This is an optimization exercise on Yosys and OpenROAD, whose aim is small area and a short achievable clock period, not a production implementation. Only simulation tests tie the RTL to the original design; equivalence was not proved. Power and IR drop assume default switching activity.

==> inputs of try-tundra <==
==> flow/design.v (excerpt) <==
module MIPS_Multi_Cycle
#(
parameter WIDTH=32
)
(
input clk,
input reset,
input RegDst,
input ALUSrcA,
input PCSrc,
input PCWrite,
input MemWrite,
input IorD,
input IRWrite,
input MomtoReg,
input RegWrite,
input [2:0] ALUControl,
input [1:0] ALUSrcB,
output [WIDTH-1:0] Simulacion,
output [WIDTH-1:0] out,
output [WIDTH-1:0] pcounter,
output [WIDTH-1:0] instr
);
integer k;
reg [31:0] PC, IR, A, B, ALUOut, Data;
wire [31:0] Adr     = IorD ? ALUOut : PC;
wire [5:0]  idx     = Adr[7:2];
wire        ram_sel = (Adr >= 32'h10100000);
reg [31:0] rom [0:63];
initial $readmemh("text.dat", rom);
wire [31:0] rom_q = rom[idx];
reg  [31:0] ram [0:63];
reg  [5:0]  ram_ra;
wire        ram_we = MemWrite & ram_sel;
genvar gi;
generate
  for (gi = 0; gi < 64; gi = gi + 1) begin : g_ram
    always @(posedge clk)
      if (ram_we && idx == gi)
        ram[gi] <= B;
  end
endgenerate
always @(posedge clk)
  ram_ra <= idx;
reg [63:0] ra_dec;
reg [31:0] ram_q;
always @* begin
  ...
==> module MIPS_Multi_Cycle, before the edit <==
module MIPS_Multi_Cycle
#(
parameter WIDTH=32
)
(
input clk,
input reset,
input RegDst,
input ALUSrcA,
input PCSrc,
input PCWrite,
input MemWrite,
input IorD,
input IRWrite,
input MomtoReg,
input RegWrite,
input [2:0] ALUControl,
input [1:0] ALUSrcB,
output [WIDTH-1:0] Simulacion,
output [WIDTH-1:0] out,
output [WIDTH-1:0] pcounter,
output [WIDTH-1:0] instr
);
integer k;
reg [31:0] PC, IR, A, B, ALUOut, Data;
wire [31:0] Adr     = IorD ? ALUOut : PC;
wire [5:0]  idx     = Adr[7:2];
wire        ram_sel = (Adr >= 32'h10100000);
reg [31:0] rom [0:63];
initial $readmemh("text.dat", rom);
wire [31:0] rom_q = rom[idx];
reg  [31:0] ram [0:63];
reg  [5:0]  ram_ra;
wire        ram_we = MemWrite & ram_sel;
genvar gi;
generate
  for (gi = 0; gi < 64; gi = gi + 1) begin : g_ram
    always @(posedge clk)
      if (ram_we && idx == gi)
        ram[gi] <= B;
  end
endgenerate
always @(posedge clk)
  ram_ra <= idx;
reg [63:0] ra_dec;
reg [31:0] ram_q;
always @* begin
  for (k = 0; k < 64; k = k + 1)
    ra_dec[k] = (ram_ra == k);
  ram_q = 32'd0;
  for (k = 0; k < 64; k = k + 1)
    ram_q = ram_q | ({32{ra_dec[k]}} & ram[k]);
end
wire [31:0] Mem = ram_sel ? ram_q : rom_q;
reg [31:0] rf [1:31];
reg [31:1] rf_v;
wire [4:0]  wa = RegDst ? IR[15:11] : IR[20:16];
wire [31:0] wd = MomtoReg ? Data : ALUOut;
generate
  for (gi = 1; gi < 32; gi = gi + 1) begin : g_rf
    always @(posedge clk)
      if (RegWrite && wa == gi)
        rf[gi] <= wd;
    always @(posedge clk or posedge reset)
      if (reset)
        rf_v[gi] <= 1'b0;
      else if (RegWrite && wa == gi)
        rf_v[gi] <= 1'b1;
  end
endgenerate
reg [31:0] rs_dec, rt_dec;
reg [31:0] rd1, rd2;
always @* begin
  rs_dec[0] = 1'b0;
  rt_dec[0] = 1'b0;
  for (k = 1; k < 32; k = k + 1) begin
    rs_dec[k] = rf_v[k] & (IR[25:21] == k);
    rt_dec[k] = rf_v[k] & (IR[20:16] == k);
  end
  rd1 = 32'd0;
  rd2 = 32'd0;
  for (k = 1; k < 32; k = k + 1) begin
    rd1 = rd1 | ({32{rs_dec[k]}} & rf[k]);
    rd2 = rd2 | ({32{rt_dec[k]}} & rf[k]);
  end
end
wire [31:0] ALUResult;
ALU alu_i (.PC(PC), .A(A), .B(B), .Imm(IR[15:0]), .ALUSrcA(ALUSrcA), .ALUSrcB(ALUSrcB),
           .ALUControl(ALUControl), .y(ALUResult));
always @(posedge clk or posedge reset) begin
  if (reset) begin
    PC     <= 32'h00400000;
    IR     <= 32'd0;
    A      <= 32'd0;
    B      <= 32'd0;
    ALUOut <= 32'd0;
    Data   <= 32'd0;
  end else begin
    A      <= rd1;
    B      <= rd2;
    ALUOut <= ALUResult;
    Data   <= Mem;
    if (IRWrite) IR <= Mem;
    if (PCWrite) PC <= PCSrc ? ALUOut : ALUResult;
  end
end
assign Simulacion = ALUResult;
assign out        = ALUOut;
assign pcounter   = PC;
assign instr      = IR;
endmodule
==> module ALU, before the edit <==
module ALU (
input  [31:0] PC,
input  [31:0] A,
input  [31:0] B,
input  [15:0] Imm,
input         ALUSrcA,
input  [1:0]  ALUSrcB,
input  [2:0]  ALUControl,
output [31:0] y
);
wire [2:0] op   = ALUControl;
wire       op7  = (op == 3'd7);
wire       inv  = (op == 3'd4) | (op == 3'd5) | (op == 3'd6);
wire       useb = op[1] | op[2];
wire       cin  = op[0] & ~op7;
wire [31:0] imm = {{16{Imm[15]}}, Imm};
reg  [31:0] SrcB;
always @* begin
  case (ALUSrcB)
    2'd0: SrcB = B;
    2'd1: SrcB = 32'd4;
    2'd2: SrcB = imm;
    default: SrcB = 32'd0;
  endcase
end
wire [31:0] a = op7 ? 32'd0 : (ALUSrcA ? A : PC);
wire [31:0] b = (((op == 3'd6) | ~useb) ? 32'd0 : SrcB) ^ {32{inv}};
wire [32:0] s = {a, 1'b1} + {b, cin};
assign y = s[32:1];
endmodule
export LEC_CHECK = 0
export CAP_MARGIN = 20
export CORE_MARGIN = 2
export CORE_UTILIZATION = 50
export CTS_BUF_LIST = sky130_fd_sc_hd__clkbuf_4 sky130_fd_sc_hd__clkbuf_8 sky130_fd_sc_hd__clkbuf_16
export CTS_CLUSTER_DIAMETER = 70
export CTS_CLUSTER_SIZE = 25
export PLACE_DENSITY = 0.62
export SETUP_SLACK_MARGIN = 5
export SLEW_MARGIN = 20
export SYNTH_HIERARCHICAL = 1
create_clock -name core_clock -period 12.0 [get_ports {clk}]
standard.sh (not shown) runs the stock make flow with config.mk's settings and CLKGATE_MAP_FILE= SYNTH_SCRIPT=/design/flow/synth_recipe.tcl, a recipe that flattens the netlist after the stock synthesis.
==> flow/flow/run.sh <==
#!/bin/bash
# Own flow: the standard layout, except that the ALU module is mapped by
# ABC with a delay-driven script (flow/abc_fast.script). The rest of the
# design, its registers included, is synthesized as standard.sh does, but
# without the adder-cell step (ADDER_MAP_FILE empty), so ABC maps the adder.
# Timing repair aims 6 ns above the target, the port buffers are buf_2, and
# clock tree synthesis adds no dummy loads.
set -euo pipefail
W=$(pwd)
rm -rf "$W/scripts"
cp -r "$FLOW_HOME/scripts" "$W/scripts"
cp "$W/flow/abc_fast.script" "$W/scripts/abc_fast.script"
python3 - "$W/scripts/synth.tcl" <<'PY'
import sys
p = sys.argv[1]
s = open(p).read()
old = "  log_cmd abc {*}$abc_args\n"
assert s.count(old) == 1, "abc call not found"
new = ("  set abc_args_fast [lreplace $abc_args 1 1 $::env(SCRIPTS_DIR)/abc_fast.script]\n"
       "  log_cmd abc {*}$abc_args_fast ALU\n"
       "  log_cmd abc {*}$abc_args $::env(DESIGN_NAME)\n")
open(p, "w").write(s.replace(old, new))
PY
bash "$W/standard.sh" "SCRIPTS_DIR=$W/scripts" "ADDER_MAP_FILE=" "SETUP_SLACK_MARGIN=6" \
  "BUFFER_PORTS_ARGS=-buffer_cell sky130_fd_sc_hd__buf_2" \
  "CTS_ARGS=-sink_clustering_enable -repair_clock_nets -sink_clustering_size 25 -sink_clustering_max_diameter 70 -buf_list {sky130_fd_sc_hd__clkbuf_4 sky130_fd_sc_hd__clkbuf_8 sky130_fd_sc_hd__clkbuf_16} -dont_use_dummy_load" finish > "$W/flow_make.log" 2>&1
==> flow/flow/abc_fast.script <==
strash
dch
map -B 0.9
topo
buffer -c
topo
stime -c
upsize -c
dnsize -c
==> try-juniper (differences from try-tundra) <==
--- a/flow/flow/run.sh
+++ b/flow/flow/run.sh
@@ -1,7 +1,8 @@
 #!/bin/bash
 # Own flow: the standard layout, except that the ALU module is mapped by
-# ABC with a delay-driven script (flow/abc_fast.script). The rest of the
-# design, its registers included, is synthesized as standard.sh does, but
+# ABC with a delay-driven script (flow/abc_fast.script) and the rest with an
+# area-oriented one (flow/abc_top.script). The design, its registers
+# included, is otherwise synthesized as standard.sh does, but
 # without the adder-cell step (ADDER_MAP_FILE empty), so ABC maps the adder.
 # Timing repair aims 6 ns above the target, the port buffers are buf_2, and
 # clock tree synthesis adds no dummy loads.
@@ -10,6 +11,7 @@
 rm -rf "$W/scripts"
 cp -r "$FLOW_HOME/scripts" "$W/scripts"
 cp "$W/flow/abc_fast.script" "$W/scripts/abc_fast.script"
+cp "$W/flow/abc_top.script" "$W/scripts/abc_top.script"
 python3 - "$W/scripts/synth.tcl" <<'PY'
 import sys
 p = sys.argv[1]
@@ -18,7 +20,8 @@
 assert s.count(old) == 1, "abc call not found"
 new = ("  set abc_args_fast [lreplace $abc_args 1 1 $::env(SCRIPTS_DIR)/abc_fast.script]\n"
        "  log_cmd abc {*}$abc_args_fast ALU\n"
-       "  log_cmd abc {*}$abc_args $::env(DESIGN_NAME)\n")
+       "  set abc_args_top [lreplace $abc_args 1 1 $::env(SCRIPTS_DIR)/abc_top.script]\n"
+       "  log_cmd abc {*}$abc_args_top $::env(DESIGN_NAME)\n")
 open(p, "w").write(s.replace(old, new))
 PY
 bash "$W/standard.sh" "SCRIPTS_DIR=$W/scripts" "ADDER_MAP_FILE=" "SETUP_SLACK_MARGIN=6" \
==> flow/flow/abc_top.script (new file) <==
&get -n
&st
&synch2
&dch
&nf -a
&st
&dch
&nf -a
&put
buffer -c
topo
stime -c
upsize -c
dnsize -c
CORE_UTILIZATION = 65   (was 50)
PLACE_DENSITY = 0.76   (was 0.62)
==> try-indigo (differences from try-tundra) <==
--- a/flow/design.v
+++ b/flow/design.v
@@ -84,9 +84,32 @@
     rd2 = rd2 | ({32{rt_dec[k]}} & rf[k]);
   end
 end
-wire [31:0] ALUResult;
-ALU alu_i (.PC(PC), .A(A), .B(B), .Imm(IR[15:0]), .ALUSrcA(ALUSrcA), .ALUSrcB(ALUSrcB),
-           .ALUControl(ALUControl), .y(ALUResult));
+wire [31:0] SrcA = ALUSrcA ? A : PC;
+reg  [31:0] SrcB;
+always @* begin
+  case (ALUSrcB)
+    2'd0: SrcB = B;
+    2'd1: SrcB = 32'd4;
+    2'd2: SrcB = {{16{IR[15]}}, IR[15:0]};
+    default: SrcB = 32'd0;
+  endcase
+end
+reg  [31:0] Y;
+reg         cin;
+always @* begin
+  case (ALUControl)
+    3'd0: begin Y = 32'd0;        cin = 1'b0; end
+    3'd1: begin Y = 32'd0;        cin = 1'b1; end
+    3'd2: begin Y = SrcB;         cin = 1'b0; end
+    3'd3: begin Y = SrcB;         cin = 1'b1; end
+    3'd4: begin Y = ~SrcB;        cin = 1'b0; end
+    3'd5: begin Y = ~SrcB;        cin = 1'b1; end
+    3'd6: begin Y = 32'hffffffff; cin = 1'b0; end
+    default: begin Y = 32'd0;     cin = 1'b0; end
+  endcase
+end
+wire [32:0] sum = {SrcA, 1'b1} + {Y, cin};
+wire [31:0] ALUResult = (ALUControl == 3'd7) ? SrcB : sum[32:1];
 always @(posedge clk or posedge reset) begin
   if (reset) begin
     PC     <= 32'h00400000;
@@ -109,33 +132,3 @@
 assign pcounter   = PC;
 assign instr      = IR;
 endmodule
-module ALU (
-input  [31:0] PC,
-input  [31:0] A,
-input  [31:0] B,
-input  [15:0] Imm,
-input         ALUSrcA,
-input  [1:0]  ALUSrcB,
-input  [2:0]  ALUControl,
-output [31:0] y
-);
-wire [2:0] op   = ALUControl;
-wire       op7  = (op == 3'd7);
-wire       inv  = (op == 3'd4) | (op == 3'd5) | (op == 3'd6);
-wire       useb = op[1] | op[2];
-wire       cin  = op[0] & ~op7;
-wire [31:0] imm = {{16{Imm[15]}}, Imm};
-reg  [31:0] SrcB;
-always @* begin
-  case (ALUSrcB)
-    2'd0: SrcB = B;
-    2'd1: SrcB = 32'd4;
-    2'd2: SrcB = imm;
-    default: SrcB = 32'd0;
-  endcase
-end
-wire [31:0] a = op7 ? 32'd0 : (ALUSrcA ? A : PC);
-wire [31:0] b = (((op == 3'd6) | ~useb) ? 32'd0 : SrcB) ^ {32{inv}};
-wire [32:0] s = {a, 1'b1} + {b, cin};
-assign y = s[32:1];
-endmodule
==> flow/run.sh (new file) <==
#!/bin/bash
# synth_recipe.tcl (not shown) runs the flow's synth.tcl, then flattens the netlist and writes it again
# the make line also repeats each setting of config.mk as NAME=value (left out here)
make -C /OpenROAD-flow-scripts/flow DESIGN_CONFIG=/design/flow/config.mk WORK_HOME=/design/flow/orfs CLKGATE_MAP_FILE= SYNTH_SCRIPT=/design/flow/synth_recipe.tcl finish
CTS_BUF_LIST = default   (was sky130_fd_sc_hd__clkbuf_4 sky130_fd_sc_hd__clkbuf_8 sky130_fd_sc_hd__clkbuf_16)
CTS_CLUSTER_DIAMETER = default   (was 70)
CTS_CLUSTER_SIZE = default   (was 25)
PLACE_DENSITY = 0.65   (was 0.62)
SETUP_SLACK_MARGIN = 4   (was 5)
SYNTH_HIERARCHICAL = default   (was 1)
removed: flow/flow/run.sh
removed: flow/flow/abc_fast.script
removed: flow/standard.sh
==> qor summary <==
Run status: try-indigo complete, no violations; try-juniper failed layout checks; try-tundra complete, no violations
Reasons for failing layout checks: try-indigo -; try-juniper capacitance limit; try-tundra -
Standard cell with the maximum stage delay on the critical path: try-indigo fa_2; try-juniper nand3b_1; try-tundra nand3b_1
Setup WS pre-CTS: try-indigo 1.859 ns; try-juniper 4.378 ns; try-tundra 4.201 ns
Horizontal extent of the die: try-indigo 510.3 um; try-juniper 448.9 um; try-tundra 515.3 um
Register clock-pin slew on the reported worst setup and hold paths: try-indigo 0.06 ns; try-juniper 0.07 ns; try-tundra 0.09 ns
Seq/Total Area, Yosys: try-indigo 75.69%; try-juniper 75.39%; try-tundra 74.19%
Stages on the worst setup path: try-indigo 19; try-juniper 20; try-tundra 19
Number of detailed-route iterations in the first pass: try-indigo 15; try-juniper 21; try-tundra 13
Total of cells resized after clock tree synthesis: try-indigo 224; try-juniper 246; try-tundra 220
Cell area after placement: try-indigo 0.1355 mm2; try-juniper 0.1344 mm2; try-tundra 0.1380 mm2
Clock latency reported for the late side of the worst-skew pair: try-indigo 1.03 ns; try-juniper 0.91 ns; try-tundra 0.93 ns
End of the critical path: try-indigo Simulacion[23]; try-juniper Simulacion[29]; try-tundra Simulacion[28]
Clkbuf count: try-indigo 408; try-juniper 165; try-tundra 175
Slowest Stage Delay on Critical Path: try-indigo 0.41 ns; try-juniper 0.20 ns; try-tundra 0.18 ns
Layout overhead on the synthesized area: try-indigo 16.05%; try-juniper 10.15%; try-tundra 10.98%
Post-synthesis net count: try-indigo 8194; try-juniper 8511; try-tundra 8726
Synthesized netlist cell count: try-indigo 8132; try-juniper 8495; try-tundra 8710
Multi-input combinational area share: try-indigo 20.87%; try-juniper 22.24%; try-tundra 23.33%
Sequential power share: try-indigo 41.5%; try-juniper 48.3%; try-tundra 45.4%
Max-slew headroom at the worst pin: try-indigo 13.14%; try-juniper 1.156%; try-tundra 6.889%
Row cnt: try-indigo 185; try-juniper 163; try-tundra 187
Non-CTS buffers: try-indigo 581; try-juniper 614; try-tundra 602
Power of the sequential group: try-indigo 15400 uW; try-juniper 15300 uW; try-tundra 15400 uW

==> afterwards: timing with drivers on the ports <==
How much do the figures lean on ideal ports? The routed layouts below were timed once more, with nothing changed but the port constraints. Step 1: set_driving_cell puts a clkbuf_16 on clk and a buf_2 on each other input, an assumption about the parent block. Step 2 moves the port delays by t, midway between the first and last clock arrival at a register: inputs arrive t later, outputs are due t later. That takes back most of the time a late clock gives input paths. Slacks: ideal ports / drivers / drivers and shift; pairs: ideal ports / drivers.
run	shift t [ns]	setup slack, ns	worst setup path at the end	worst slew at a driven data input, ns	pins driven straight from the clock port
try-tundra	0.993	5.022 / 4.936 / 4.936	input to output	0.15	1
try-juniper	0.929	5.106 / 5.018 / 4.923	input to register	0.15	1
try-indigo	1.077	3.760 / 3.704 / 3.704	input to output	0.09	1
The setup slack of try-juniper, which loses most, moves by -0.088 ns with the drivers and by -0.183 ns with both steps.
